What follows belongs to an exercise in optimizing a design on an open flow for small area; a production flow would make more cautious choices. At most, simulation tests tie the RTL to the original design; equivalence was not proved. No functional check of the RTL was part of runs 1 to 3 and 6. Power is estimated from default activity; no workload was simulated.

**design/flow/design.v**
```verilog
module cpu(out, in, clk, reset);
input  [7:0] in;
input        clk, reset;
output [7:0] out;
reg [7:0] out;
reg [7:0] reg_a, reg_b, reg_c;
reg [7:0] m0, m1, m2, m3, m4, m5, m6, m7;
reg [7:0] m8, m9, m10, m11, m12, m13, m14, m15;
reg [3:0] op;       
reg [3:0] n;        
reg       skip;     
reg       ldc;      
reg       outm;     
wire exec = ~skip & ~ldc & ~outm;
wire op_in  = exec & ((op == 4'h6) | (op == 4'h7) | (op == 4'h8));
wire op_a   = exec & ((op == 4'h6) | (op == 4'hd));
wire op_b   = exec & ((op == 4'h7) | (op == 4'he));
wire op_w   = exec & ((op == 4'h8) | (op == 4'h9));
wire op_alu = exec & ~op[3] & ~(op[2] & op[1]);
wire op_ld  = exec & (op == 4'ha);
wire op_om  = exec & (op == 4'hc);
wire op_oc  = exec & (op == 4'hb);
wire [7:0] bus = (op[3] & (op[0] | op[1])) ? reg_c : in;
reg  [7:0] x, y;
reg        cin;
always @* begin
	x = reg_a; y = reg_b; cin = 1'b0;
	case (op[2:0])
	3'b000: begin y = reg_b;  cin = 1'b0; end
	3'b001: begin y = ~reg_b; cin = 1'b1; end
	3'b010: begin y = 8'h00;  cin = 1'b1; end
	3'b011: begin y = 8'hff;  cin = 1'b0; end
	3'b100: begin y = reg_b;  cin = 1'b1; end
	default: begin x = ~reg_a; y = 8'h00; cin = 1'b1; end
	endcase
end
wire [8:0] cy;
assign cy[0] = cin;
genvar i;
generate for (i = 0; i < 8; i = i + 1) begin : add
	assign cy[i+1] = (x[i] & y[i]) | (x[i] & cy[i]) | (y[i] & cy[i]);
end endgenerate
wire [7:0] alu = x ^ y ^ cy[7:0];
wire [15:0] dec = 16'h0001 << n;
wire [7:0] rd = ({8{dec[0]}}  & m0)  | ({8{dec[1]}}  & m1)  | ({8{dec[2]}}  & m2)  | ({8{dec[3]}}  & m3)
              | ({8{dec[4]}}  & m4)  | ({8{dec[5]}}  & m5)  | ({8{dec[6]}}  & m6)  | ({8{dec[7]}}  & m7)
              | ({8{dec[8]}}  & m8)  | ({8{dec[9]}}  & m9)  | ({8{dec[10]}} & m10) | ({8{dec[11]}} & m11)
              | ({8{dec[12]}} & m12) | ({8{dec[13]}} & m13) | ({8{dec[14]}} & m14) | ({8{dec[15]}} & m15);
wire wr = op_w & ~reset;
always @(posedge clk) begin
	if (wr & dec[0]) m0  <= bus;
	if (wr & dec[1]) m1  <= bus;
	if (wr & dec[2]) m2  <= bus;
	if (wr & dec[3]) m3  <= bus;
	if (wr & dec[4]) m4  <= bus;
	if (wr & dec[5]) m5  <= bus;
	if (wr & dec[6]) m6  <= bus;
	if (wr & dec[7]) m7  <= bus;
	if (wr & dec[8]) m8  <= bus;
	if (wr & dec[9]) m9  <= bus;
	if (wr & dec[10]) m10 <= bus;
	if (wr & dec[11]) m11 <= bus;
	if (wr & dec[12]) m12 <= bus;
	if (wr & dec[13]) m13 <= bus;
	if (wr & dec[14]) m14 <= bus;
	if (wr & dec[15]) m15 <= bus;
end
always @(posedge clk) begin
	if (reset) begin
		reg_a <= 8'h00;
		reg_b <= 8'h00;
		reg_c <= 8'h00;
		out   <= 8'h00;
		skip  <= 1'b1;
		ldc   <= 1'b0;
		outm  <= 1'b0;
	end else begin
		if (op_a) reg_a <= bus;
		if (op_b) reg_b <= bus;
		if (op_alu) reg_c <= alu;
		else if (ldc) reg_c <= rd;
		if (op_w) out <= 8'h00;
		else if (op_oc) out <= reg_c;
		else if (outm) out <= rd;
		skip <= op_in;
		ldc  <= op_ld;
		outm <= op_om;
	end
end
always @(posedge clk) begin
	op <= in[7:4];
	if (~(op_ld | op_om))
		n <= in[3:0];
end
endmodule
```
**design/flow/flow/area.abc**
```
strash
ifraig
scorr
dc2
strash
dch -f
amap
topo
stime -c
buffer -c
upsize -c
dnsize -c
```
**design/flow/flow/run.sh**
```bash
#!/bin/bash
# Own layout flow: the standard flow (standard.sh) with
#  - the standard synthesis script, except that ABC maps the logic with an
#    area-oriented script (flow/area.abc); ABC does not touch the registers,
#  - single-size buffers on the ports,
#  - a clock tree of mid-size buffers without dummy loads.
# All tool output goes to standard.log here and ORFS's logs under orfs/logs.
set -euo pipefail
here=$(pwd)
{
  echo 'proc abc {args} {'
  echo '  set i [lsearch -exact $args -script]'
  echo "  if { \$i >= 0 } { lset args [expr {\$i + 1}] $here/flow/area.abc }"
  echo '  yosys abc {*}$args'
  echo '}'
  cat synth_recipe.tcl
} > own_synth.tcl
CTS="-sink_clustering_enable -repair_clock_nets -dont_use_dummy_load -buf_list sky130_fd_sc_hd__clkbuf_8"
bash standard.sh "SYNTH_SCRIPT=$here/own_synth.tcl" \
  "BUFFER_PORTS_ARGS=-buffer_cell sky130_fd_sc_hd__buf_1" \
  "CTS_ARGS=$CTS" finish > standard.log 2>&1
```
**design/flow/config.mk**
```make
export PLATFORM = sky130hd
export DESIGN_NAME = cpu
export DESIGN_NICKNAME = cpu
export VERILOG_FILES = /design/flow/design.v
export SDC_FILE = /design/flow/constraint.sdc
export NUM_CORES = 4
export LEC_CHECK = 0
export CAP_MARGIN = 20
export CORE_MARGIN = 2
export CORE_UTILIZATION = 60
export GPL_TIMING_DRIVEN = 0
export SLEW_MARGIN = 20
```
**design/flow/constraint.sdc**
```tcl
create_clock -name core_clock -period 5.0 [get_ports {clk}]
set_input_delay 1.0000 -clock core_clock [delete_from_list [all_inputs] [get_ports {clk}]]
set_output_delay 1.0000 -clock core_clock [all_outputs]
set_load 0.01 [all_outputs]
```
**design/flow/standard.sh**
```bash
#!/bin/bash
# synth_recipe.tcl (not shown) runs the flow's synth.tcl, then flattens the netlist and writes it again
# the make line also repeats each setting of config.mk as NAME=value (left out here)
make -C /OpenROAD-flow-scripts/flow DESIGN_CONFIG=/design/flow/config.mk WORK_HOME=/design/flow/orfs CLKGATE_MAP_FILE= SYNTH_SCRIPT=/design/flow/synth_recipe.tcl "${@:-finish}"
```
==> results of run 1 <==
## per-layer routing
metal  vias to the layer above  GRT usage  wire length, um
li1                       1972          -                -
met1                      2183     0.4066             7214
met2                       217     0.4188             7836
met3                        31    0.06479             1508
met4                         0     0.1041              410
met5                         -          0                0
## repair_timing
item	CTS	global route
setup buffers	3	0
pin swaps	3	2
setup endpoints to repair	1	1
resized for setup	8	9
endpoints found under the hold margin	0	0
## worst min-delay path by stage
stage / start / to / slack (ns)
final: outm / out[7] / 0.47
after global routing: outm / out[7] / 0.50
after floorplan: outm / out[7] / 0.43
after global placement: reg_b[7] / reg_b[7] / 0.45
after CTS: outm / out[7] / 0.47
after detailed placement: outm / out[7] / 0.46
## power breakdown
| part | total [mW] | switching (mW) | internal, mW |
|---|---|---|---|
| registers | 1.57 | 0.0136 | 1.56 |
| logic | 0.265 | 0.180 | 0.0849 |
| clock network | 0.708 | 0.409 | 0.300 |
| total | 2.54 | 0.603 | 1.94 |
## cells in the mapped netlist, types with 2 or more instances
library cell | count | share of area
or3_1 | 8 | 0.0071
o221ai_1 | 9 | 0.011
a222oi_1 | 24 | 0.034
a221oi_1 | 5 | 0.0062
a22oi_1 | 21 | 0.022
buf_8 | 3 | 0.0064
buf_4 | 2 | 0.0021
inv_1 | 15 | 0.0079
a21oi_1 | 12 | 0.0085
a211oi_1 | 8 | 0.0085
edfxtp_1 | 132 | 0.56
nor2b_1 | 2 | 0.0018
o2111a_1 | 7 | 0.011
dfxtp_1 | 39 | 0.11
a211o_1 | 3 | 0.0037
nor2_1 | 57 | 0.030
nor2_2 | 4 | 0.0035
inv_2 | 5 | 0.0027
nor2_4 | 2 | 0.0032
nand3_1 | 3 | 0.0021
o21ai_1 | 3 | 0.0021
clkinv_8 | 2 | 0.0046
a22o_1 | 17 | 0.021
clkbuf_1 | 6 | 0.0032
nor4_4 | 15 | 0.045
nand4_1 | 4 | 0.0035
and3_1 | 12 | 0.011
nand3b_1 | 3 | 0.0032
inv_12 | 2 | 0.0046
fa_1 | 7 | 0.020
nand2_1 | 21 | 0.011
nor3_1 | 3 | 0.0021
## worst reg2reg max path: cells and delay by family (launching register included)
family	cells	cell delay [ns]
buffers and inverters	2	0.25
DFF	1	0.38
AOI/OAI and AO/OA	5	0.56
adders and majority gates	7	2.78
and+or+nand+nor	6	0.66
## through the flow
step	power, mW	area (um2)	util
5_1_grt	2.608	7647	0.6669
3_3_place_gp	1.849	7340	0.6400
6_report	2.543	7647	0.6669
3_5_place_dp	1.853	7343	0.6404
4_1_cts	2.538	7627	0.6651
2_1_floorplan	1.763	7097	-
## cell type report
cell class,count,area share
Tap cell,143,0.02340
Buffer,12,0.01374
Sequential cell,171,0.6212
Timing Repair Buffer,20,0.01129
Multi-Input combinational cell,265,0.2809
Clock buffer,17,0.03060
Inverter,25,0.01882
## cell families (layout without fill, tap and decap cells)
kind of cell,after synthesis,count (layout),share of synthesized area
buffers and inverters,38,74,0.03427
flip-flops,171,171,0.6700
adder cells (fa/ha/maj),7,7,0.01979
AND/OR/NAND/NOR,140,140,0.1318
AO/OA/AOI/OAI,118,118,0.1442
==> metrics.md, run 1 <==
| Metric | Value |
|---|---|
| Vias in the first global route | `4273` |
| Crit path capture | `reg_c[7]` |
| Global-route wire length before repair | `25.50 mm` |
| Initial DRC count | `around 640` |
| Number of hold buffers added after CTS | `0` |
| Starting density of the core | `0.6176` |
| RSZ-0062 raised after global routing | `false` |
| Post-synth cell types | `50` |
| Count of final setup violators | `0` |
| Number of buffer cells added on primary ports | `17` |
| Setup slack, reg-to-reg | `around 0.22 ns` |
| First-pass iteration count of the detailed router | `7` |
| DRC Markers | `0` |
| Most common cell after layout, fill and taps aside | `edfxtp_1` |
| Largest driver fanout on the critical path | `10` |
| Post-route antenna net violation count | `0` |
| Final worst path period need | `around 4.8 ns` |
| CTS tree | `built` |
| Antenna Cells | `0` |
| Delay-heaviest family, CP | `adder cells` |
| Final critical-path share of the clock period | `0.9558` |
| Worst-case setup slack after placement | `-0.5025 ns` |
| Inserted Clock Buffers | `17` |
| Length in cells of the worst reg-to-reg path | `20` |
| FILL cells | `around 850` |
| Critical register-to-register path endpoint | `reg_c[7]` |
| Worst clock skew on the final layout | `approximately 0.036 ns` |
| Non-Filler Instances | `roughly 650` |
| Average detailed-routed wire length per instance | `25.99 um` |
| Hold Path Stages | `1` |
| Power density over the cells | `about 330 nW/um2` |
| Share of layout cells above drive strength 1 | `0.1608` |
| Estimated wirelength of the detail-placed design | `between 10 and 15 mm` |
| Flop and latch count out of synthesis | `around 170` |
| Worst path cell trace | `nor2_4, inv_2, nand2_4, clkbuf_8, a21oi_1, fa_2, fa_2, fa_2, fa_2, fa_2, fa_2, fa_2, nor2_1, a21oi_2, nor2_1, a21oi_2, nor2_1, a211oi_2, a311oi_1, nor2_1` |
| Floorplan row count | `39` |
| Total routed wirelength | `16.97 mm` |
| Number of instances in the placed design | `634` |
| Clock Root Buffer | `clkbuf_8` |
| Critical Path Start Type | `flop` |
| Clock input transition at the sequential cells of the worst setup and hold paths | `around 0.070 ns` |
| Seq. cell area | `~4800 um2` |
| Worst slew margin | `0.3221` |
| Via Count | `4403` |
| Number of enable flip-flop cells after synthesis | `roughly 130` |
| Clock net sink count | `171` |
| Max-cap violations | `0` |
| Sum of buffers and inverters on the critical path | `2` |
| Hold violation total from the final report | `0` |
| H-tree lvl count | `4` |
| Synthesized instance count | `474` |
| Total routing resource utilization after global routing | `0.2800` |
| Least setup slack across all paths after layout | `between 0.2 and 0.25 ns` |
| Net count of the finished layout | `529` |
| Post-synthesis net count | `roughly 500` |
| Minimum hold slack | `0.4748 ns` |
| Highest-count cells in the layout ignoring fill and taps | `edfxtp_1, nor2_1, dfxtp_1` |
| Type of the tightest min-delay check | `reg -> reg` |
| Post-synthesis area per instance | `14.94 um2` |
| Maximum count of clock buffers along a single path | `2` |
| Startpoint of the worst register-to-register path | `op[1]` |
| Result of the run | `no timing/DRC/antenna violations` |
| Share of the yosys chip area belonging to registers | `0.6700` |
| Total grt overflow | `0` |
| Critical Path Source | `op[1]` |
| Multi-input logic area | `between 2000 and 2500 um2` |
| Number of vias per cell after detailed routing | `between 6 and 7` |
| Crit path kind | `reg -> reg` |
| Max-slew violations | `0` |
| Primary flip-flop cell chosen by synthesis mapping | `edfxtp_1` |
| Standard cell core area | `about 11000 um2` |
| Crit path capture type | `flop` |
| Chip Width | `112.6 um` |
| Crit-path slowest cell | `fa_2` |
| Largest incremental delay on the critical path | `0.41 ns` |
| Highest ir drop seen on vdd | `roughly 260 uV` |
| Cell area after synthesis | `about 7000 um2` |
| Critical path data arrival time | `5.08 ns` |
| Critical Path Most Common Cell | `fa_2` |
| Relative area change from synthesis to final layout | `7.986%` |
| Sum of negative setup slack | `0 ns` |
| Data required time of the critical path | `~5.3 ns` |
| Maximum clock rate | `between 200 and 250 MHz` |
| Final weighted congestion in routability-driven placement | `0.8940` |
| Worst Max-Slew Pin Slew | `1.009 ns` |
| Proportion of synthesized flip-flops having asynchronous set or reset | `0` |
| I/O pin count | `18` |
| Clock latency on the worst-skew pair | `approximately 0.46 ns` |
| Leakage | `2.480 nW` |
| Count of yosys warnings during synthesis | `1` |
| Number of antenna violations at the first check in global routing | `0` |
| Die H | `112.6 um` |
| Area of the die | `roughly 13000 um2` |
| Instance count on the critical path | `20` |
| Pin count of the biggest net entering global routing | `19` |
==> run 2: changes to the inputs <==
==> design/flow/flow/area.abc (replaced) <==
strash
ifraig
scorr
dc2
strash
dch -f
amap
topo
==> design/flow/config.mk (replaced) <==
export PLATFORM = sky130hd
export DESIGN_NAME = cpu
export DESIGN_NICKNAME = cpu
export VERILOG_FILES = /design/flow/design.v
export SDC_FILE = /design/flow/constraint.sdc
export NUM_CORES = 4
export LEC_CHECK = 0
export CAP_MARGIN = 0
export CORE_MARGIN = 2
export CORE_UTILIZATION = 60
export GPL_TIMING_DRIVEN = 0
export SLEW_MARGIN = 0
==> metrics.md, run 2 <==
| Metric | Value |
|---|---|
| Result of the run | `no timing/DRC/antenna violations` |
| Number of enable flip-flop cells after synthesis | `132 (unchanged)` |
| Primary flip-flop cell chosen by synthesis mapping | `edfxtp_1` |
| Flop and latch count out of synthesis | `171 (unchanged)` |
| Detailed-routed wire length on met2 | `7.394 mm (-5.6%)` |
| Maximum count of clock buffers along a single path | `2 (unchanged)` |
| Critical Path Start Type | `flop` |
| Seq. cell area | `4751 um2 (unchanged)` |
| Total routing resource utilization after global routing | `0.2977 (+0.01760)` |
| DRC Markers | `0 (unchanged)` |
| Largest incremental delay on the critical path | `0.46 ns (+0.05 ns)` |
| Worst slew margin | `0.2728 (-0.04923)` |
| Via Count | `4494 (+2.1%)` |
| Inserted Clock Buffers | `17 (unchanged)` |
| Crit path kind | `reg -> reg` |
| First-pass iteration count of the detailed router | `5 (-2)` |
| Most common cell after layout, fill and taps aside | `edfxtp_1` |
| Clock input transition at the sequential cells of the worst setup and hold paths | `0.07 ns (about the same)` |
| Global-route wire length before repair | `24.59 mm (-3.6%)` |
| Number of buffer cells added on primary ports | `17 (unchanged)` |
| Sw Pwr | `0.5927 mW (-1.6%)` |
| Most frequent cells after synthesis | `edfxtp_1, nor2_1, dfxtp_1, clkinv_1, a222oi_1` |
| Critical path data arrival time | `5.10 ns (+0.02 ns)` |
| M1 WL | `7.104 mm (-1.5%)` |
| Worst path cell trace | `nor2_4, clkinv_4, nand2_8, a21oi_1, fa_1, fa_2, fa_1, fa_2, fa_1, fa_2, fa_2, a21oi_2, nor2_1, a21oi_2, a211oi_1, a311oi_1, nor2_1` |
| Relative contribution of the clock network to total power | `0.285 (+0.006)` |
| Total routed wirelength | `16.51 mm (-2.7%)` |
| Number of antenna violations at the first check in global routing | `0 (unchanged)` |
| Largest driver fanout on the critical path | `16 (+6)` |
| Final critical-path share of the clock period | `0.9602 (+0.004418)` |
| Maximum clock rate | `208.3 MHz (-0.46%)` |
| Type of the tightest min-delay check | `reg -> reg` |
| Multi-input logic area | `1938 um2 (-9.8%)` |
| Post-synth cell types | `32 (-36%)` |
| Initial DRC count | `637 (-0.16%)` |
| Synthesized instance count | `461 (-2.7%)` |
| Critical Path Most Common Cell | `fa_2` |
| Worst-case setup slack after placement | `-0.5344 ns (-0.03189 ns)` |
| Post-synthesis net count | `478 (-2.6%)` |
| Highest ir drop seen on vdd | `194.1 uV (-25%)` |
| Crit-path slowest cell | `fa_1` |
| Data required time of the critical path | `5.30 ns (about the same)` |
| Biggest area contributors in the synthesized netlist | `edfxtp_1, dfxtp_1, a222oi_1` |
| Cell area after synthesis | `6623 um2 (-6.5%)` |
| CTS tree | `built` |
| Power density over the cells | `341.5 nW/um2 (+2.7%)` |
| Least setup slack across all paths after layout | `0.1989 ns (-0.02209 ns)` |
| Highest-count cells in the layout ignoring fill and taps | `edfxtp_1, nor2_1, dfxtp_1` |
| Switching part of the total power | `0.2353 (-0.001754)` |
| Area of the die | `11890 um2 (-6.3%)` |
| Highest routing layer actually used | `met4` |
| Pin count of the biggest net entering global routing | `23 (+4)` |
| Relative area change from synthesis to final layout | `11.39%` |
| Chip Width | `109.1 um (-3.2%)` |
| Standard cell core area | `10790 um2 (-5.9%)` |
| Share of layout cells above drive strength 1 | `0.1235 (-0.03725)` |
| Die H | `109.1 um (-3.2%)` |
| Hold violation total from the final report | `0 (unchanged)` |
| Final worst path period need | `4.801 ns (+0.02209 ns)` |
| Clock latency on the worst-skew pair | `0.46 ns (about the same)` |
| Crit path capture type | `flop` |
| I/O pin count | `18 (unchanged)` |
| Count of final setup violators | `0 (unchanged)` |
| Starting density of the core | `0.6136 (-0.003957)` |
| Clock net sink count | `171 (unchanged)` |
| Vias in the first global route | `4119 (-3.6%)` |
| Proportion of synthesized flip-flops having asynchronous set or reset | `0 (unchanged)` |
| Worst clock skew on the final layout | `0.01985 ns (-0.01581 ns)` |
| Antenna Cells | `0 (unchanged)` |
| Average detailed-routed wire length per instance | `25.40 um (-2.2%)` |
| Number of hold buffers added after CTS | `0 (unchanged)` |
| Comb pwr share | `0.090 (-0.014)` |
| Largest area contributor in the synthesized netlist | `edfxtp_1` |
| Share of the synthesized area in the top cell type | `0.5985 (+0.03881)` |
| Routed wire length on met3 | `1.558 mm (+3.3%)` |
| Post-synthesis area per instance | `14.37 um2 (-3.8%)` |
| Worst Max-Slew Pin Slew | `1.082 ns (+0.07323 ns)` |
| RSZ-0062 raised after global routing | `false` |
| Max-slew violations | `0 (unchanged)` |
| Estimated wirelength of the detail-placed design | `11.04 mm (-1.7%)` |
| Most frequently used cell type in the post-synthesis netlist | `edfxtp_1` |
| Final weighted congestion in routability-driven placement | `0.8982 (+0.47%)` |
| Number of vias per cell after detailed routing | `6.914 (+2.5%)` |
| Share of total power in sequential cells | `0.626 (+0.009)` |
| Leakage | `2.398 nW (-3.3%)` |
| Share of the yosys chip area belonging to registers | `0.7164 (+0.04645)` |
| Floorplan row count | `38 (-2.6%)` |
| Max-cap violations | `0 (unchanged)` |
| Sum of internal, switching and leakage power | `2.519 mW (-0.91%)` |
| Internal portion of total power | `1.927 mW (-0.68%)` |
| Total grt overflow | `0 (unchanged)` |
| Clock Root Buffer | `clkbuf_8` |
| Count of yosys warnings during synthesis | `1 (unchanged)` |
| Post-route antenna net violation count | `0 (unchanged)` |
| Sum of buffers and inverters on the critical path | `1 (-1)` |
| Net count of the finished layout | `529 (unchanged)` |
| FILL cells | `755 (-11%)` |
| Delay-heaviest family, CP | `adder cells` |
| H-tree lvl count | `4 (unchanged)` |
[run 2: cell types whose count changed after synthesis, sizes merged]
| cell | before | now |
|---|---|---|
| inv | 22 | 0 |
| clkinv | 3 | 25 |
| clkbuf | 7 | 0 |
| buf | 6 | 0 |
[run 2: cell type report]
| cell class | count | area share |
|---|---|---|
| Clock buffer | 17 | 0.03172 |
| Inverter | 25 | 0.01340 |
| Multi-Input combinational cell | 265 | 0.2627 |
| Sequential cell | 171 | 0.6440 |
| Tap cell | 140 | 0.02374 |
| Timing Repair Buffer | 32 | 0.02442 |
[run 2: worst register-to-register path, stage by stage (launching register included)]
cell	delay [ns]
dfxtp_2	0.37
nor2_4	0.16
clkinv_4	0.10
nand2_8	0.13
a21oi_1	0.10
fa_1	0.41
fa_2	0.41
fa_1	0.46
fa_2	0.42
fa_1	0.46
fa_2	0.41
fa_2	0.41
a21oi_2	0.18
nor2_1	0.07
a21oi_2	0.16
a211oi_1	0.10
a311oi_1	0.23
nor2_1	0.06
[run 2: power groups by stage]
stage,logic (mW),registers [mW],clock network [mW]
final,0.226,1.58,0.717
after CTS,0.217,1.57,0.720
after floorplan,0.119,1.60,0
after detailed placement,0.211,1.61,0
after global placement,0.197,1.60,0
after global routing,0.239,1.58,0.773
[run 2: per-layer routing]
| metal | GRT usage | vias up |
|---|---|---|
| met5 | 0 | - |
| met1 | 0.4464 | 2236 |
| met3 | 0.07770 | 34 |
| met2 | 0.4148 | 246 |
| met4 | 0.1245 | 0 |
| li1 | - | 1978 |
[run 2: final timing paths]
check	start	end	slack (ns)	cells past startpoint
worst min-delay path	reg_b[7]	reg_b[7]	0.48	2
worst min register to register	reg_b[7]	reg_b[7]	0.48	2
worst max-delay path	op[0]	reg_c[7]	0.20	17
worst max register to register	op[0]	reg_c[7]	0.20	17
[run 2: repair_timing]
item	in CTS	in global routing
setup endpoints to repair	1	1
resized for setup	13	5
pin swaps	2	2
hold endpoints to repair	0	0
setup buffers	3	0
[run 2: logic make-up after synthesis]
group,share of synthesized area
compound gates,0.1479
fa+ha+maj,0.02116
buf+inv,0.01417
flops,0.7164
simple gates,0.1003
[run 2: per-stage QoR]
stage / utilization / cell area [um2] / instances / TNS [ns] / hold slack (ns)
6_report: 0.6835 / 7377 / 650 / 0 / 0.4841
2_1_floorplan: - / 6633 / 461 / 0 / 0.4342
4_1_cts: 0.6824 / 7365 / 650 / 0 / 0.4762
3_5_place_dp: 0.6546 / 7066 / 630 / -0.5344 / 0.4654
3_3_place_gp: 0.6367 / 6872 / 618 / -0.4759 / 0.4421
5_1_grt: 0.6835 / 7377 / 650 / 0 / 0.4922
==> run 3: changes to the inputs <==
--- a/design/flow/config.mk
+++ b/design/flow/config.mk
@@ -7,6 +7,6 @@
 export LEC_CHECK = 0
 export CAP_MARGIN = 0
 export CORE_MARGIN = 2
-export CORE_UTILIZATION = 60
+export CORE_UTILIZATION = 40
 export GPL_TIMING_DRIVEN = 0
 export SLEW_MARGIN = 0
==> metrics.md, run 3 <==
| Metric | Value |
|---|---|
| Standard cell core area | `16410 um2 (+52%)` |
| FILL cells | `1451 (+92%)` |
| Vias in the first global route | `4179 (+1.5%)` |
| Starting density of the core | `0.4036 (-0.2100)` |
| Maximum clock rate | `208.5 MHz (+0.10%)` |
| DRC Markers | `0 (unchanged)` |
| Initial DRC count | `607 (-4.7%)` |
| Hold wc startpoint | `reg_b[7]` |
| Result of the run | `no timing/DRC/antenna violations` |
| Crit path kind | `reg -> reg` |
| Number of enable flip-flop cells after synthesis | `132 (unchanged)` |
| Cell area after synthesis | `6623 um2 (unchanged)` |
| Count of final setup violators | `0 (unchanged)` |
| Critical path data arrival time | `5.09 ns (about the same)` |
| Die H | `132.7 um (+22%)` |
| Net count of the finished layout | `532 (+0.57%)` |
| Clock Root Buffer | `clkbuf_8` |
| Critical Path Most Common Cell | `fa_1` |
| Final non-filler cell area | `7502 um2 (+1.7%)` |
| Primary flip-flop cell chosen by synthesis mapping | `edfxtp_1` |
| Post-place instance area | `7188 um2 (+1.7%)` |
| Length in cells of the worst reg-to-reg path | `19 (+2)` |
| Clock input transition at the sequential cells of the worst setup and hold paths | `0.07 ns (about the same)` |
| Crit path capture type | `flop` |
| Final critical-path share of the clock period | `0.9592 (-0.0009858)` |
| Minimum hold slack | `0.4650 ns (-0.01909 ns)` |
| Highest-count cells in the layout ignoring fill and taps | `edfxtp_1, nor2_1, dfxtp_1` |
| Count of yosys warnings during synthesis | `1 (unchanged)` |
| Post-route antenna net violation count | `0 (unchanged)` |
| Number of buffer cells added on primary ports | `17 (unchanged)` |
| Relative area change from synthesis to final layout | `13.28%` |
| Worst path cell trace | `nor2_4, clkinv_4, nand2_8, a21oi_1, fa_1, fa_2, fa_2, fa_1, fa_1, fa_1, fa_2, nor2_2, a21oi_2, nor2_1, a21oi_2, nor2_1, a211oi_1, a311oi_1, nor2_1` |
| Setup slack, reg-to-reg | `0.20 ns (about the same)` |
| Post-synthesis net count | `478 (unchanged)` |
| Most common cell after layout, fill and taps aside | `edfxtp_1` |
| Worst slew margin | `0.3004 (+0.02756)` |
| Max-slew violations | `0 (unchanged)` |
| Largest driver fanout on the critical path | `16 (unchanged)` |
| Data required time of the critical path | `5.30 ns (about the same)` |
| Total routing resource utilization after global routing | `0.2032 (-0.09445)` |
| Share of synthesized area spent on multiplexers | `0 (unchanged)` |
| Hold Path Stages | `2 (unchanged)` |
| First-pass iteration count of the detailed router | `5 (unchanged)` |
| Pin count of the biggest net entering global routing | `23 (unchanged)` |
| H-tree lvl count | `4 (unchanged)` |
| Total routed wirelength | `17.31 mm (+4.8%)` |
| Clock net sink count | `171 (unchanged)` |
| Clock latency on the worst-skew pair | `0.45 ns (about the same)` |
| Sum of internal, switching and leakage power | `2.509 mW (-0.41%)` |
| Area of the die | `17600 um2 (+48%)` |
| Power density over the cells | `334.4 nW/um2 (-2.1%)` |
| Number of hold buffers added after CTS | `0 (unchanged)` |
| Inserted Clock Buffers | `17 (unchanged)` |
| Final weighted congestion in routability-driven placement | `0.8560 (-4.7%)` |
| Antenna Cells | `0 (unchanged)` |
| Share of the synthesized area in the top cell type | `0.5985 (unchanged)` |
| Total grt overflow | `0 (unchanged)` |
| XOR/XNOR Fraction of Synth Area | `0 (unchanged)` |
| Post-synthesis area per instance | `14.37 um2 (unchanged)` |
| Average detailed-routed wire length per instance | `23.62 um (-7.0%)` |
| Type of the tightest min-delay check | `reg -> reg` |
| Post-synth cell types | `32 (unchanged)` |
| Most frequent cells after synthesis | `edfxtp_1, nor2_1, dfxtp_1, clkinv_1, a222oi_1` |
| Leakage | `2.415 nW (+0.73%)` |
| Estimated wirelength of the detail-placed design | `11.64 mm (+5.4%)` |
| Post-synthesis compound-gate area fraction | `0.1479 (unchanged)` |
| Critical register-to-register path endpoint | `reg_c[7]` |
| Highest ir drop seen on vdd | `250.5 uV (+29%)` |
| Seq. cell area | `4751 um2 (unchanged)` |
| Critical Path Start Type | `flop` |
| Global-route wire length before repair | `26.04 mm (+5.9%)` |
| Endpoint, Worst Hold | `reg_b[7]` |
| Largest area contributor in the synthesized netlist | `edfxtp_1` |
| Number of vias per cell after detailed routing | `6.089 (-12%)` |
| Largest incremental delay on the critical path | `0.46 ns (about the same)` |
| Synthesized instance count | `461 (unchanged)` |
| Startpoint of the worst register-to-register path | `op[1]` |
| Number of antenna violations at the first check in global routing | `0 (unchanged)` |
| Via Count | `4463 (-0.69%)` |
| Flop and latch count out of synthesis | `171 (unchanged)` |
| Share of layout cells above drive strength 1 | `0.1287 (+0.005126)` |
| Area share of fa/ha/maj cells after synthesis | `0.02116 (unchanged)` |
| Most frequently used cell type in the post-synthesis netlist | `edfxtp_1` |
| Hold violation total from the final report | `0 (unchanged)` |
| Worst Max-Slew Pin Slew | `1.046 ns (-0.03620 ns)` |
| Proportion of synthesized flip-flops having asynchronous set or reset | `0 (unchanged)` |
| Share of the yosys chip area belonging to registers | `0.7164 (unchanged)` |
| Biggest area contributors in the synthesized netlist | `edfxtp_1, dfxtp_1, a222oi_1` |
| Multi-input logic area | `1941 um2 (+0.13%)` |
| Synthesized-area fraction occupied by and/or/nand/nor cells | `0.1003 (unchanged)` |
| Crit-path slowest cell | `fa_1` |
| Maximum count of clock buffers along a single path | `2 (unchanged)` |
| Worst clock skew on the final layout | `0.02421 ns (+0.004366 ns)` |
| CTS tree | `built` |
| Final worst path period need | `4.796 ns (-0.004929 ns)` |
| Dominant combinational cell family by area after synthesis | `compound AO/OA/AOI/OAI gates` |
| Max-cap violations | `0 (unchanged)` |
| Chip Width | `132.7 um (+22%)` |
| Floorplan row count | `47 (+24%)` |
| I/O pin count | `18 (unchanged)` |
[run 3: cell counts after synthesis]
Identical to the previous run, type by type.
[run 3: report_power, final]
part,leakage [nW],internal [mW],total (mW),switching (mW)
sequential,1.52,1.56,1.58,0.0211
clock,0.122,0.300,0.713,0.413
combinational,0.774,0.0697,0.220,0.150
[run 3: kinds of logic after synthesis]
group | count (synthesis)
AND/OR/NAND/NOR | 140
flip-flops | 171
buffers and inverters | 25
AO/OA/AOI/OAI | 118
adder cells (fa/ha/maj) | 7
[run 3: critical path: cells and delay by family, from the launching register on]
family                   cells  cell delay [ns]
buffers and inverters        1             0.10
AND/OR/NAND/NOR              6             0.66
AO/OA/AOI/OAI                5             0.47
adder cells (fa/ha/maj)      7             3.04
flip-flops                   1             0.37
[run 3: worst max-delay path by stage]
stage                     start  endpoint  slack, ns  cells past startpoint
after floorplan           op[1]  reg_c[7]       0.02                     17
after global placement    op[1]  reg_c[7]      -0.39                     17
after detailed placement  op[1]  reg_c[7]      -0.42                     17
after CTS                 op[0]  reg_c[7]       0.03                     17
after global routing      op[1]  reg_c[7]     -0.003                     19
final                     op[1]  reg_c[7]       0.20                     19
[run 3: area by class of cell]
cell class,count,share of cell area
well taps,220,0.03669
multi-input cells,265,0.2587
repair buffers,35,0.02702
inverters,25,0.01318
clock buffers,17,0.03119
flip-flops and latches,171,0.6333
[run 3: through the flow]
step | TNS [ns] | cells | utilization | setup WS, ns
2_1_floorplan | 0 | 461 | - | 0.01660
3_3_place_gp | -0.3882 | 698 | 0.4249 | -0.3882
3_5_place_dp | -0.4170 | 713 | 0.4381 | -0.4170
4_1_cts | 0 | 733 | 0.4558 | 0.02538
5_1_grt | -0.002941 | 733 | 0.4573 | -0.002941
6_report | 0 | 733 | 0.4573 | 0.2039
[run 3: metal layers]
metal	track usage	share of wire
met4	0.06691	0.021
met2	0.3057	0.47
met5	0	0
met3	0.04444	0.077
met1	0.2944	0.43
[run 3: timing repair]
action | in CTS | in global routing
setup buffers | 3 | 0
resized for setup | 10 | 7
pin swaps | 2 | 1
endpoints found under the setup margin | 1 | 1
==> run 4: changes to the inputs <==
--- a/design/flow/design.v
+++ b/design/flow/design.v
@@ -42,28 +42,39 @@
 end endgenerate
 wire [7:0] alu = x ^ y ^ cy[7:0];
 wire [15:0] dec = 16'h0001 << n;
-wire [7:0] rd = ({8{dec[0]}}  & m0)  | ({8{dec[1]}}  & m1)  | ({8{dec[2]}}  & m2)  | ({8{dec[3]}}  & m3)
+wire [7:0] rdq = ({8{dec[0]}}  & m0)  | ({8{dec[1]}}  & m1)  | ({8{dec[2]}}  & m2)  | ({8{dec[3]}}  & m3)
               | ({8{dec[4]}}  & m4)  | ({8{dec[5]}}  & m5)  | ({8{dec[6]}}  & m6)  | ({8{dec[7]}}  & m7)
               | ({8{dec[8]}}  & m8)  | ({8{dec[9]}}  & m9)  | ({8{dec[10]}} & m10) | ({8{dec[11]}} & m11)
               | ({8{dec[12]}} & m12) | ({8{dec[13]}} & m13) | ({8{dec[14]}} & m14) | ({8{dec[15]}} & m15);
-wire wr = op_w & ~reset;
+wire [7:0] rd = rdq ^ {8{ph}};
+reg ph;
+reg wr_q, wrn_q;    
+wire [15:0] we  = {16{wr_q & ~reset}} & dec;
+wire [15:0] wen = {16{wrn_q | reset}} | ~dec;
+wire [7:0]  wd  = bus ^ {8{ph}};
 always @(posedge clk) begin
-	if (wr & dec[0]) m0  <= bus;
-	if (wr & dec[1]) m1  <= bus;
-	if (wr & dec[2]) m2  <= bus;
-	if (wr & dec[3]) m3  <= bus;
-	if (wr & dec[4]) m4  <= bus;
-	if (wr & dec[5]) m5  <= bus;
-	if (wr & dec[6]) m6  <= bus;
-	if (wr & dec[7]) m7  <= bus;
-	if (wr & dec[8]) m8  <= bus;
-	if (wr & dec[9]) m9  <= bus;
-	if (wr & dec[10]) m10 <= bus;
-	if (wr & dec[11]) m11 <= bus;
-	if (wr & dec[12]) m12 <= bus;
-	if (wr & dec[13]) m13 <= bus;
-	if (wr & dec[14]) m14 <= bus;
-	if (wr & dec[15]) m15 <= bus;
+	ph <= ~ph;
+	m0  <= ~(({8{we[0]}}  | m0)  & ({8{wen[0]}}  | wd));
+	m1  <= ~(({8{we[1]}}  | m1)  & ({8{wen[1]}}  | wd));
+	m2  <= ~(({8{we[2]}}  | m2)  & ({8{wen[2]}}  | wd));
+	m3  <= ~(({8{we[3]}}  | m3)  & ({8{wen[3]}}  | wd));
+	m4  <= ~(({8{we[4]}}  | m4)  & ({8{wen[4]}}  | wd));
+	m5  <= ~(({8{we[5]}}  | m5)  & ({8{wen[5]}}  | wd));
+	m6  <= ~(({8{we[6]}}  | m6)  & ({8{wen[6]}}  | wd));
+	m7  <= ~(({8{we[7]}}  | m7)  & ({8{wen[7]}}  | wd));
+	m8  <= ~(({8{we[8]}}  | m8)  & ({8{wen[8]}}  | wd));
+	m9  <= ~(({8{we[9]}}  | m9)  & ({8{wen[9]}}  | wd));
+	m10 <= ~(({8{we[10]}} | m10) & ({8{wen[10]}} | wd));
+	m11 <= ~(({8{we[11]}} | m11) & ({8{wen[11]}} | wd));
+	m12 <= ~(({8{we[12]}} | m12) & ({8{wen[12]}} | wd));
+	m13 <= ~(({8{we[13]}} | m13) & ({8{wen[13]}} | wd));
+	m14 <= ~(({8{we[14]}} | m14) & ({8{wen[14]}} | wd));
+	m15 <= ~(({8{we[15]}} | m15) & ({8{wen[15]}} | wd));
+end
+wire wr_next = ~(reset | op_in | op_ld | op_om) & in[7] & ~in[6] & ~in[5];
+always @(posedge clk) begin
+	wr_q  <= wr_next;
+	wrn_q <= ~wr_next;
 end
 always @(posedge clk) begin
 	if (reset) begin
==> design/flow/config.mk (replaced) <==
export PLATFORM = sky130hd
export DESIGN_NAME = cpu
export DESIGN_NICKNAME = cpu
export VERILOG_FILES = /design/flow/design.v
export SDC_FILE = /design/flow/constraint.sdc
export NUM_CORES = 4
export LEC_CHECK = 0
export CAP_MARGIN = 20
export CORE_MARGIN = 2
export CORE_UTILIZATION = 50
export GPL_TIMING_DRIVEN = 0
export SLEW_MARGIN = 20
==> metrics.md, run 4 <==
| Metric | Value |
|---|---|
| Initial DRC count | `724 (+19%)` |
| Critical Path Start Type | `flop` |
| Proportion of synthesized flip-flops having asynchronous set or reset | `0 (unchanged)` |
| Die H | `117.4 um (-11%)` |
| First-pass iteration count of the detailed router | `6 (+1)` |
| Total routing resource utilization after global routing | `0.2925 (+0.08926)` |
| Most frequently used cell type in the post-synthesis netlist | `dfxtp_1` |
| Highest ir drop seen on vdd | `205.0 uV (-18%)` |
| Average detailed-routed wire length per instance | `22.37 um (-5.3%)` |
| Worst slew margin | `0.3073 (+0.006939)` |
| Number of buffer cells added on primary ports | `17 (unchanged)` |
| Net count of the finished layout | `731 (+37%)` |
| Final critical-path share of the clock period | `0.9462 (-0.01299)` |
| Number of hold buffers added after CTS | `0 (unchanged)` |
| Post-synthesis area per instance | `9.675 um2 (-33%)` |
| Hold Path Stages | `1 (-1)` |
| Post-place instance area | `6892 um2 (-4.1%)` |
| Vias in the first global route | `5586 (+34%)` |
| Worst clock skew on the final layout | `0.01901 ns (-0.005198 ns)` |
| Final non-filler cell area | `7221 um2 (-3.8%)` |
| Share of the synthesized area in the top cell type | `0.5290 (-0.06955)` |
| Post-synthesis net count | `682 (+43%)` |
| Antenna Cells | `0 (unchanged)` |
| Area of the die | `13790 um2 (-22%)` |
| RSZ-0062 raised after global routing | `false` |
| I/O pin count | `18 (unchanged)` |
| Critical Path Source | `op[0]` |
| Via Count | `5857 (+31%)` |
| DRC Markers | `0 (unchanged)` |
| Sum of internal, switching and leakage power | `2.542 mW (+1.3%)` |
| Largest driver fanout on the critical path | `6 (-10)` |
| Total grt overflow | `0 (unchanged)` |
| Final weighted congestion in routability-driven placement | `0.9599 (+12%)` |
| H-tree lvl count | `4 (unchanged)` |
| Max-slew violations | `0 (unchanged)` |
| FILL cells | `1185 (-18%)` |
| Global-route wire length before repair | `31.32 mm (+20%)` |
| Biggest area contributors in the synthesized netlist | `dfxtp_1, o22ai_1, nor2_1` |
| Crit path capture type | `flop` |
| Clock net sink count | `174 (+1.8%)` |
| Starting density of the core | `0.5119 (+0.1083)` |
| Clock latency on the worst-skew pair | `0.46 ns (about the same)` |
| Inserted Clock Buffers | `17 (unchanged)` |
| CTS tree | `built` |
| Maximum clock rate | `211.4 MHz (+1.4%)` |
| Primary flip-flop cell chosen by synthesis mapping | `dfxtp_1` |
| Chip Width | `117.4 um (-11%)` |
| Worst Max-Slew Pin Slew | `1.013 ns (-0.03273 ns)` |
| Share of layout cells above drive strength 1 | `0.08006 (-0.04860)` |
| Minimum hold slack | `0.4475 ns (-0.01744 ns)` |
| Clock input transition at the sequential cells of the worst setup and hold paths | `0.08 ns (about the same)` |
| Standard cell core area | `12570 um2 (-23%)` |
| Highest-count cells in the layout ignoring fill and taps | `dfxtp_1, o22ai_1, nor2_1` |
| Critical path data arrival time | `5.04 ns (-0.05 ns)` |
| Relative area change from synthesis to final layout | `12.23%` |
| Cell area after synthesis | `6434 um2 (-2.9%)` |
| Clock Root Buffer | `clkbuf_8` |
| Pin count of the biggest net entering global routing | `28 (+22%)` |
| Most common cell after layout, fill and taps aside | `dfxtp_1` |
| Final worst path period need | `4.731 ns (-0.06493 ns)` |
| Flop and latch count out of synthesis | `174 (+1.8%)` |
| Post-route antenna net violation count | `0 (unchanged)` |
| Most frequent cells after synthesis | `dfxtp_1, o22ai_1, nor2_1, clkinv_1, nand2_1` |
| Number of enable flip-flop cells after synthesis | `4 (-97%)` |
| Setup slack, reg-to-reg | `0.27 ns (+0.06 ns)` |
| Floorplan row count | `41 (-13%)` |
| Share of the yosys chip area belonging to registers | `0.5476 (-0.1688)` |
| Total routed wirelength | `19.77 mm (+14%)` |
| Number of vias per cell after detailed routing | `6.626 (+8.8%)` |
| Type of the tightest min-delay check | `reg -> reg` |
| Startpoint of the worst register-to-register path | `op[0]` |
| Maximum count of clock buffers along a single path | `2 (unchanged)` |
| Critical register-to-register path endpoint | `reg_c[7]` |
| Endpoint, Worst Hold | `m8[4]` |
| Count of final setup violators | `0 (unchanged)` |
| Crit path kind | `reg -> reg` |
| Hold wc startpoint | `m8[4]` |
| Estimated wirelength of the detail-placed design | `13.85 mm (+19%)` |
| Power density over the cells | `352.0 nW/um2 (+5.2%)` |
| Length in cells of the worst reg-to-reg path | `20 (+1)` |
| Largest area contributor in the synthesized netlist | `dfxtp_1` |
| Count of yosys warnings during synthesis | `1 (unchanged)` |
| Post-synth cell types | `25 (-22%)` |
| Leakage | `2.483 nW (+2.8%)` |
| Number of antenna violations at the first check in global routing | `0 (unchanged)` |
| Hold violation total from the final report | `0 (unchanged)` |
| Max-cap violations | `0 (unchanged)` |
| Result of the run | `no timing/DRC/antenna violations` |
| Synthesized instance count | `665 (+44%)` |
| Data required time of the critical path | `5.31 ns (about the same)` |
==> run 4: cell count changes after synthesis, moves of 8 or more <==
cell      previous run  this run
o21ai_0              5        16
o221ai_1             9         1
clkinv_1            25        47
edfxtp_1           132         4
o22ai_1              0       143
nand2_1             22        34
nor4_1              16         0
nand4_1              4        13
and3_1              12         0
nor2_1              63        83
or3_1                9        22
dfxtp_1             39       170
==> run 4: worst max-delay path, stage by stage (launching register included) <==
cell     delay, ns
dfxtp_2       0.37
nor2_4        0.21
nor2_4        0.07
nand2_1       0.06
o21ai_0       0.12
fa_2          0.37
fa_2          0.40
fa_1          0.46
fa_2          0.41
fa_2          0.41
fa_2          0.41
fa_2          0.41
nor2_1        0.13
a21oi_2       0.06
nand2_1       0.08
o21ai_2       0.06
nor2_1        0.12
a21oi_2       0.06
o22a_1        0.16
o21ai_0       0.14
a21oi_1       0.06
==> run 4: final cells by class <==
class                   instances  area (um2)  share of cell area
well taps                     172       215.2             0.02980
multi-input cells             444        2846              0.3942
repair buffers                 30       220.2             0.03050
clock buffers                  17       234.0             0.03240
flip-flops and latches        174        3527              0.4885
inverters                      47       177.7             0.02461
==> run 4: per-layer routing <==
metal / global-route usage / up-vias / share of wire
met5: 0 / - / 0
met4: 0.08509 / 0 / 0.023
met3: 0.09825 / 42 / 0.096
met2: 0.4324 / 269 / 0.44
met1: 0.4080 / 2827 / 0.44
li1: - / 2719 / -
==> run 4: what timing repair did <==
item	in CTS	in global routing
resized for setup	16	5
buffers inserted	4	0
endpoints found under the setup margin	2	1
pin swaps	3	0
==> run 4: cell families (layout without fill, tap and decap cells) <==
logic type,Yosys count,count (layout),synth area share
compound gates,270,270,0.2882
fa+ha+maj,7,7,0.02178
buf+inv,47,94,0.02742
flops,174,174,0.5476
simple gates,167,167,0.1149
==> run 4: metrics by stage <==
stage | cells | util | TNS [ns] | setup slack [ns]
2_1_floorplan | 665 | - | 0 | 0.04116
3_3_place_gp | 854 | 0.5345 | -0.5529 | -0.4955
3_5_place_dp | 863 | 0.5483 | -0.6095 | -0.5468
4_1_cts | 884 | 0.5734 | 0 | 0.003659
5_1_grt | 884 | 0.5745 | 0 | 0.006251
6_report | 884 | 0.5745 | 0 | 0.2688
==> run 4: worst max-delay path by stage <==
stage	end	slack, ns	cells past startpoint
floorplan	reg_c[7]	0.04	19
global placement	reg_c[7]	-0.50	18
detailed placement	reg_c[7]	-0.55	18
CTS	reg_c[7]	0.004	20
global route	reg_c[7]	0.006	20
finish	reg_c[7]	0.27	20
==> run 4: power breakdown <==
group	switching [mW]	internal, mW
Combinational	0.183	0.101
Clock	0.436	0.300
Sequential	0.0545	1.47
Total	0.673	1.87
==> run 5: changes to the inputs <==
--- a/design/flow/config.mk
+++ b/design/flow/config.mk
@@ -7,6 +7,5 @@
 export LEC_CHECK = 0
 export CAP_MARGIN = 20
 export CORE_MARGIN = 2
-export CORE_UTILIZATION = 50
-export GPL_TIMING_DRIVEN = 0
+export CORE_UTILIZATION = 40
 export SLEW_MARGIN = 20
==> metrics.md, run 5 <==
| Metric | Value |
|---|---|
| Result of the run | `no timing/DRC/antenna violations` |
| Proportion of synthesized flip-flops having asynchronous set or reset | `0 (unchanged)` |
| Worst clock skew on the final layout | `0.02754 ns (+0.008524 ns)` |
| Final critical-path share of the clock period | `0.9291 (-0.01709)` |
| Final worst path period need | `4.646 ns (-0.08547 ns)` |
| Antenna Cells | `0 (unchanged)` |
| Floorplan row count | `46 (+12%)` |
| Clock latency on the worst-skew pair | `0.48 ns (+0.02 ns)` |
| Global-route wire length before repair | `31.17 mm (-0.46%)` |
| Primary flip-flop cell chosen by synthesis mapping | `dfxtp_1` |
| Number of antenna violations at the first check in global routing | `0 (unchanged)` |
| Area of the die | `17120 um2 (+24%)` |
| Type of the tightest min-delay check | `reg -> reg` |
| Critical Path Start Type | `flop` |
| Most common cell after layout, fill and taps aside | `dfxtp_1` |
| Number of instances in the placed design | `913 (+5.8%)` |
| Pin count of the biggest net entering global routing | `43 (+54%)` |
| Clock Root Buffer | `clkbuf_8` |
| Number of vias per cell after detailed routing | `6.332 (-4.4%)` |
| Post-synthesis area per instance | `9.675 um2 (unchanged)` |
| Leakage | `2.421 nW (-2.5%)` |
| Clock input transition at the sequential cells of the worst setup and hold paths | `0.08 ns (about the same)` |
| Worst path cell trace | `clkinv_2, nand3_1, nor2_1, a211oi_1, fa_1, fa_2, fa_2, fa_2, fa_2, fa_2, fa_1, a21oi_2, nand2_1, o21ai_1, a21oi_1, o22a_1, o21ai_0, a21oi_1` |
| Number of hold buffers added after CTS | `0 (unchanged)` |
| Share of layout cells above drive strength 1 | `0.06583 (-0.01423)` |
| Via Count | `5889 (+0.55%)` |
| Resized Gates After CTS | `6 (-10)` |
| Critical Path Most Common Cell | `fa_2` |
| Highest ir drop seen on vdd | `192.7 uV (-6.0%)` |
| Starting density of the core | `0.4065 (-0.1054)` |
| Relative area change from synthesis to final layout | `11.38%` |
| Total routing resource utilization after global routing | `0.2415 (-0.05093)` |
| Net count of the finished layout | `733 (+0.27%)` |
| Inserted Clock Buffers | `17 (unchanged)` |
| Count of final setup violators | `0 (unchanged)` |
| Post-synth cell types | `25 (unchanged)` |
| Cell area after synthesis | `6434 um2 (unchanged)` |
| Total grt overflow | `0 (unchanged)` |
| I/O pin count | `18 (unchanged)` |
| Final weighted congestion in routability-driven placement | `0.8877 (-7.5%)` |
| Largest area contributor in the synthesized netlist | `dfxtp_1` |
| Post-synthesis net count | `682 (unchanged)` |
| Biggest area contributors in the synthesized netlist | `dfxtp_1, o22ai_1, nor2_1` |
| Share of the synthesized area in the top cell type | `0.5290 (unchanged)` |
| Total routed wirelength | `20.32 mm (+2.7%)` |
| H-tree lvl count | `4 (unchanged)` |
| Largest incremental delay on the critical path | `0.47 ns (about the same)` |
| Vias in the first global route | `5462 (-2.2%)` |
| Flop and latch count out of synthesis | `174 (unchanged)` |
| Maximum count of clock buffers along a single path | `2 (unchanged)` |
| Die H | `130.8 um (+11%)` |
| Count of yosys warnings during synthesis | `1 (unchanged)` |
| Max-cap violations | `0 (unchanged)` |
| Standard cell core area | `15830 um2 (+26%)` |
| Post-route antenna net violation count | `0 (unchanged)` |
| Sum of internal, switching and leakage power | `2.515 mW (-1.0%)` |
| Worst slew margin | `0.3698 (+0.06246)` |
| Clock net sink count | `174 (unchanged)` |
| Chip Width | `130.8 um (+11%)` |
| Maximum clock rate | `215.3 MHz (+1.8%)` |
| DRC Markers | `0 (unchanged)` |
| Highest-count cells in the layout ignoring fill and taps | `dfxtp_1, o22ai_1, nor2_1` |
| Average detailed-routed wire length per instance | `21.85 um (-2.3%)` |
| Most frequently used cell type in the post-synthesis netlist | `dfxtp_1` |
| Largest driver fanout on the critical path | `5 (-1)` |
| Share of the yosys chip area belonging to registers | `0.5476 (unchanged)` |
| Data required time of the critical path | `5.32 ns (about the same)` |
| Synthesized instance count | `665 (unchanged)` |
| Number of enable flip-flop cells after synthesis | `4 (unchanged)` |
| Worst Max-Slew Pin Slew | `0.9354 ns (-0.07739 ns)` |
| Power density over the cells | `351.0 nW/um2 (-0.28%)` |
| Hold violation total from the final report | `0 (unchanged)` |
| Estimated wirelength of the detail-placed design | `14.18 mm (+2.4%)` |
| Crit-path slowest cell | `fa_1` |
| Max-slew violations | `0 (unchanged)` |
| Most frequent cells after synthesis | `dfxtp_1, o22ai_1, nor2_1, clkinv_1, nand2_1` |
| CTS tree | `built` |
| Crit path capture type | `flop` |
| Sum of buffers and inverters on the critical path | `1 (+1)` |
| Non-Filler Instances | `930 (+5.2%)` |
| First-pass iteration count of the detailed router | `5 (-1)` |
| RSZ-0062 raised after global routing | `false` |
| Critical path data arrival time | `4.97 ns (-0.07 ns)` |
| Number of buffer cells added on primary ports | `17 (unchanged)` |
| Crit path kind | `reg -> reg` |
| Delay-heaviest family, CP | `adder cells` |
| Initial DRC count | `714 (-1.4%)` |
| Postcts setup bufs | `0 (-4)` |
==> run 5: cell counts after synthesis <==
No cell type changed its count.
==> run 5: cell families after synthesis <==
kind of cell,after synthesis,synth area share
adder cells (fa/ha/maj),7,0.02178
buffers and inverters,47,0.02742
AND/OR/NAND/NOR,167,0.1149
flip-flops,174,0.5476
AO/OA/AOI/OAI,270,0.2882
==> run 5: worst register-to-register path: cells and delay by family, from the launching register on <==
| family | cells | cell delay, ns |
|---|---|---|
| buffers and inverters | 1 | 0.09 |
| adder cells (fa/ha/maj) | 7 | 2.98 |
| AND/OR/NAND/NOR | 3 | 0.28 |
| AO/OA/AOI/OAI | 7 | 0.79 |
| flip-flops | 1 | 0.37 |
==> run 5: metrics by stage <==
stage                     TNS (ns)  hold WS (ns)    util  setup WS (ns)  cell area (um2)
final                            0        0.4514  0.4527         0.3543             7166
after global routing             0        0.4662  0.4527        0.07890             7166
after CTS                        0        0.4507  0.4503       0.009321             7127
after detailed placement  -0.09260        0.4374  0.4350       -0.09260             6885
after global placement           0        0.4326  0.4350        0.06333             6885
after floorplan                  0        0.4175       -        0.04116             6439
==> run 5: final timing paths <==
| path | from | end | slack [ns] | cells past startpoint |
|---|---|---|---|---|
| max | op[2] | reg_c[7] | 0.35 | 18 |
| min | m15[3] | m15[3] | 0.45 | 1 |
| max reg2reg | op[2] | reg_c[7] | 0.35 | 18 |
| min reg2reg | m15[3] | m15[3] | 0.45 | 1 |
==> run 5: power breakdown <==
group / internal, mW / switching (mW) / total [mW]
logic: 0.0873 / 0.175 / 0.262
registers: 1.47 / 0.0528 / 1.52
clock network: 0.300 / 0.433 / 0.733
total: 1.85 / 0.661 / 2.51
==> run 5: metal layers <==
layer	routed length, um	up-vias	share of wire	track usage
met3	1664	44	0.082	0.06189
met5	0	-	0	0
li1	-	2725	-	-
met2	8869	285	0.44	0.3425
met1	9236	2835	0.45	0.3526
met4	546	0	0.027	0.09011
==> run 5: layout make-up <==
cell class              instances  area [um2]
flip-flops and latches        174        3530
fillers                      1506        8662
well taps                     216       270.3
multi-input cells             444        2778
inverters                      47       177.7
repair buffers                 32       176.4
clock buffers                  17       234.0
==> run 6: changes to the inputs <==
--- a/design/flow/design.v
+++ b/design/flow/design.v
@@ -11,11 +11,13 @@
 reg       skip;     
 reg       ldc;      
 reg       outm;     
+reg       wr_q;     
+reg       wrn_q;    
+reg       ph;       
 wire exec = ~skip & ~ldc & ~outm;
 wire op_in  = exec & ((op == 4'h6) | (op == 4'h7) | (op == 4'h8));
 wire op_a   = exec & ((op == 4'h6) | (op == 4'hd));
 wire op_b   = exec & ((op == 4'h7) | (op == 4'he));
-wire op_w   = exec & ((op == 4'h8) | (op == 4'h9));
 wire op_alu = exec & ~op[3] & ~(op[2] & op[1]);
 wire op_ld  = exec & (op == 4'ha);
 wire op_om  = exec & (op == 4'hc);
@@ -47,8 +49,6 @@
               | ({8{dec[8]}}  & m8)  | ({8{dec[9]}}  & m9)  | ({8{dec[10]}} & m10) | ({8{dec[11]}} & m11)
               | ({8{dec[12]}} & m12) | ({8{dec[13]}} & m13) | ({8{dec[14]}} & m14) | ({8{dec[15]}} & m15);
 wire [7:0] rd = rdq ^ {8{ph}};
-reg ph;
-reg wr_q, wrn_q;    
 wire [15:0] we  = {16{wr_q & ~reset}} & dec;
 wire [15:0] wen = {16{wrn_q | reset}} | ~dec;
 wire [7:0]  wd  = bus ^ {8{ph}};
@@ -90,7 +90,7 @@
 		if (op_b) reg_b <= bus;
 		if (op_alu) reg_c <= alu;
 		else if (ldc) reg_c <= rd;
-		if (op_w) out <= 8'h00;
+		if (wr_q) out <= 8'h00;
 		else if (op_oc) out <= reg_c;
 		else if (outm) out <= rd;
 		skip <= op_in;
==> metrics.md, run 6 <==
| Metric | Value |
|---|---|
| FILL cells | `1527 (+1.4%)` |
| Max-slew violations | `0 (unchanged)` |
| Detailed-routed wire length on met2 | `8.738 mm (-1.5%)` |
| Highest-count cells in the layout ignoring fill and taps | `dfxtp_1, o22ai_1, nor2_1` |
| Worst clock skew on the final layout | `0.02555 ns (-0.001990 ns)` |
| Crit path kind | `reg -> reg` |
| Number of enable flip-flop cells after synthesis | `4 (unchanged)` |
| Inserted Clock Buffers | `17 (unchanged)` |
| Crit-path slowest cell | `fa_1` |
| Sw Pwr | `0.6540 mW (-1.0%)` |
| Estimated wirelength of the detail-placed design | `13.75 mm (-3.0%)` |
| Leakage | `2.433 nW (+0.52%)` |
| Result of the run | `no timing/DRC/antenna violations` |
| Proportion of synthesized flip-flops having asynchronous set or reset | `0 (unchanged)` |
| Largest area contributor in the synthesized netlist | `dfxtp_1` |
| Util after Layout | `0.4528 (about the same)` |
| Flop and latch count out of synthesis | `174 (unchanged)` |
| Floorplan row count | `46 (unchanged)` |
| Clock input transition at the sequential cells of the worst setup and hold paths | `0.08 ns (about the same)` |
| Max-cap violations | `0 (unchanged)` |
| Hold violation total from the final report | `0 (unchanged)` |
| Starting density of the core | `0.4074 (+0.0009487)` |
| Final critical-path share of the clock period | `0.9397 (+0.01059)` |
| Sum of buffers and inverters on the critical path | `1 (unchanged)` |
| Critical path data arrival time | `5.08 ns (+0.11 ns)` |
| Area of the die | `17150 um2 (+0.22%)` |
| Global-route wire length before repair | `30.99 mm (-0.58%)` |
| Final non-filler cell area | `7167 um2 (about the same)` |
| Share of the synthesized area in the top cell type | `0.5277 (-0.001232)` |
| Average detailed-routed wire length per instance | `21.12 um (-3.3%)` |
| Final worst path period need | `4.699 ns (+0.05297 ns)` |
| RSZ-0062 raised after global routing | `false` |
| Post-route antenna net violation count | `0 (unchanged)` |
| Post-synthesis net count | `686 (+0.59%)` |
| Critical Path Most Common Cell | `fa_2` |
| Clock latency on the worst-skew pair | `0.46 ns (-0.02 ns)` |
| Count of yosys warnings during synthesis | `1 (unchanged)` |
| Final weighted congestion in routability-driven placement | `0.9227 (+3.9%)` |
| Power density over the cells | `349.9 nW/um2 (-0.32%)` |
| Net count of the finished layout | `737 (+0.55%)` |
| Hold wc startpoint | `m1[1]` |
| Delay-heaviest family, CP | `adder cells` |
| Routed wire length on met3 | `1.377 mm (-17%)` |
| Post-place instance area | `6902 um2 (+0.24%)` |
| Internal portion of total power | `1.854 mW (about the same)` |
| Die H | `131.0 um (+0.11%)` |
| Post-synthesis area per instance | `9.639 um2 (-0.37%)` |
| Type of the tightest min-delay check | `reg -> reg` |
| Maximum count of clock buffers along a single path | `2 (unchanged)` |
| Data required time of the critical path | `5.38 ns (+0.06 ns)` |
| First-pass iteration count of the detailed router | `5 (unchanged)` |
| Largest driver fanout on the critical path | `5 (unchanged)` |
| Most common cell after layout, fill and taps aside | `dfxtp_1` |
| Critical Path Start Type | `flop` |
| Crit path capture type | `flop` |
| DRC Markers | `0 (unchanged)` |
| Post-synth cell types | `27 (+8.0%)` |
| CTS tree | `built` |
| Most frequently used cell type in the post-synthesis netlist | `dfxtp_1` |
| M1 WL | `9.141 mm (-1.0%)` |
| Total routing resource utilization after global routing | `0.2379 (-0.003647)` |
| Largest incremental delay on the critical path | `0.48 ns (about the same)` |
| Number of antenna violations at the first check in global routing | `0 (unchanged)` |
| Startpoint of the worst register-to-register path | `op[2]` |
| Switching part of the total power | `0.2608 (-0.001909)` |
| Pin count of the biggest net entering global routing | `42 (-2.3%)` |
| Highest routing layer actually used | `met4` |
| Count of final setup violators | `0 (unchanged)` |
| Clock Root Buffer | `clkbuf_8` |
| Worst Max-Slew Pin Slew | `0.9836 ns (+0.04821 ns)` |
| Total grt overflow | `0 (unchanged)` |
| Via Count | `5872 (-0.29%)` |
| Synthesized instance count | `669 (+0.60%)` |
| Cell area after synthesis | `6449 um2 (+0.23%)` |
| Critical Path Source | `op[2]` |
| Share of layout cells above drive strength 1 | `0.06128 (-0.004545)` |
| Maximum clock rate | `212.8 MHz (-1.1%)` |
| Share of the yosys chip area belonging to registers | `0.5464 (-0.001275)` |
| Sum of negative setup slack | `0 ns (unchanged)` |
| Most frequent cells after synthesis | `dfxtp_1, o22ai_1, nor2_1, clkinv_1, nand2_1` |
| Number of buffer cells added on primary ports | `17 (unchanged)` |
| Biggest area contributors in the synthesized netlist | `dfxtp_1, o22ai_1, nor2_1` |
| Relative area change from synthesis to final layout | `11.14%` |
| Comb pwr share | `0.102 (-0.002)` |
| Sum of internal, switching and leakage power | `2.508 mW (-0.30%)` |
| I/O pin count | `18 (unchanged)` |
| Worst slew margin | `0.3392 (-0.03060)` |
| Number of vias per cell after detailed routing | `6.287 (-0.72%)` |
| Clock net sink count | `174 (unchanged)` |
| Highest ir drop seen on vdd | `156.6 uV (-19%)` |
| Vias in the first global route | `5590 (+2.3%)` |
| Initial DRC count | `682 (-4.5%)` |
| H-tree lvl count | `4 (unchanged)` |
| Total routed wirelength | `19.73 mm (-2.9%)` |
| Relative contribution of the clock network to total power | `0.292 (about the same)` |
| Primary flip-flop cell chosen by synthesis mapping | `dfxtp_1` |
| Chip Width | `131.0 um (+0.11%)` |
| Standard cell core area | `15830 um2 (unchanged)` |
| Share of total power in sequential cells | `0.606 (+0.002)` |
| Worst path cell trace | `clkinv_1, nor2_4, o21ai_0, fa_1, fa_2, fa_2, fa_1, fa_1, fa_2, fa_2, a21oi_2, nand2_1, o21ai_1, nor2_1, a21oi_1, o22a_1, o21ai_1, a21oi_1` |
| Antenna Cells | `0 (unchanged)` |
-- run 6: power groups by stage --
stage | logic [mW] | registers (mW) | clock network, mW
after floorplan | 0.153 | 1.53 | 0
after global placement | 0.242 | 1.55 | 0
after detailed placement | 0.247 | 1.55 | 0
after CTS | 0.247 | 1.52 | 0.742
after global routing | 0.282 | 1.53 | 0.795
final | 0.256 | 1.52 | 0.732
-- run 6: worst register-to-register path, stage by stage, from the launching register on --
cell,delay [ns]
dfxtp_2,0.38
clkinv_1,0.16
nor2_4,0.15
o21ai_0,0.10
fa_1,0.42
fa_2,0.41
fa_2,0.41
fa_1,0.46
fa_1,0.48
fa_2,0.42
fa_2,0.41
a21oi_2,0.16
nand2_1,0.07
o21ai_1,0.10
nor2_1,0.05
a21oi_1,0.13
o22a_1,0.14
o21ai_1,0.05
a21oi_1,0.14
-- run 6: final cells by class --
cell class,count,area (um2),share of cell area
Tap cell,216,270.3,0.03771
Sequential cell,174,3526,0.4920
Clock buffer,17,234.0,0.03265
Inverter,42,157.7,0.02200
Multi-Input combinational cell,453,2801,0.3909
Timing Repair Buffer,32,177.7,0.02479
-- run 6: what timing repair did --
item,in CTS,in global routing
hold buffers,0,0
setup buffers,0,0
endpoints found under the setup margin,1,1
gates resized for setup,1,12
-- run 6: per-layer routing --
layer | GRT usage | vias up
met3 | 0.05171 | 33
met1 | 0.3394 | 2859
li1 | - | 2736
met2 | 0.3542 | 244
met4 | 0.08636 | 0
met5 | 0 | -
-- run 6: through the flow --
step	setup slack, ns	hold slack, ns	std cells
2_1_floorplan	0.03337	0.4175	669
3_3_place_gp	0.06088	0.4311	917
3_5_place_dp	0.01562	0.4375	917
4_1_cts	0.01869	0.4474	934
5_1_grt	0.04367	0.4674	934
6_report	0.3013	0.4486	934
-- run 6: logic make-up (layout without fill, tap and decap cells) --
family                     count (synthesis)  count (layout)  synth area share
and+or+nand+nor                          177             177            0.1226
DFF                                      174             174            0.5464
buffers and inverters                     42              91           0.02445
AOI/OAI and AO/OA                        269             269            0.2848
adders and majority gates                  7               7           0.02173
-- run 6: worst paths after layout --
kind	to	slack (ns)	cells past startpoint
setup / recovery	reg_c[7]	0.30	18
hold / removal	m1[1]	0.45	1
setup reg to reg	reg_c[7]	0.30	18
hold reg to reg	m1[1]	0.45	1

-- static timing again, ports no longer ideal --
In the flow no input, the clock included, has a driving cell. The finished layouts below were timed again as built, in two steps. Step 1: set_driving_cell puts a clkbuf_16 on clk and a buf_2 on each other input, an assumption about the parent block. Step 2 moves the port delays by t, midway between the first and last clock arrival at a register: inputs arrive t later, outputs are due t later. That takes back most of the time a late clock gives input paths. a / b / c = ideal / step 1 / step 2; a / b = the first two.
run | t, ns | slack for setup (ns) | worst data-port slew with drivers (ns)
run 1 | 0.476 | 0.221 / 0.221 / 0.221 | 0.03
run 2 | 0.487 | 0.199 / 0.199 / 0.199 | 0.03
run 3 | 0.477 | 0.204 / 0.204 / 0.204 | 0.04
run 4 | 0.490 | 0.269 / 0.269 / 0.269 | 0.03
run 5 | 0.500 | 0.354 / 0.354 / 0.354 | 0.03
run 6 | 0.485 | 0.301 / 0.301 / 0.301 | 0.04
After both steps every run listed still meets setup and hold.
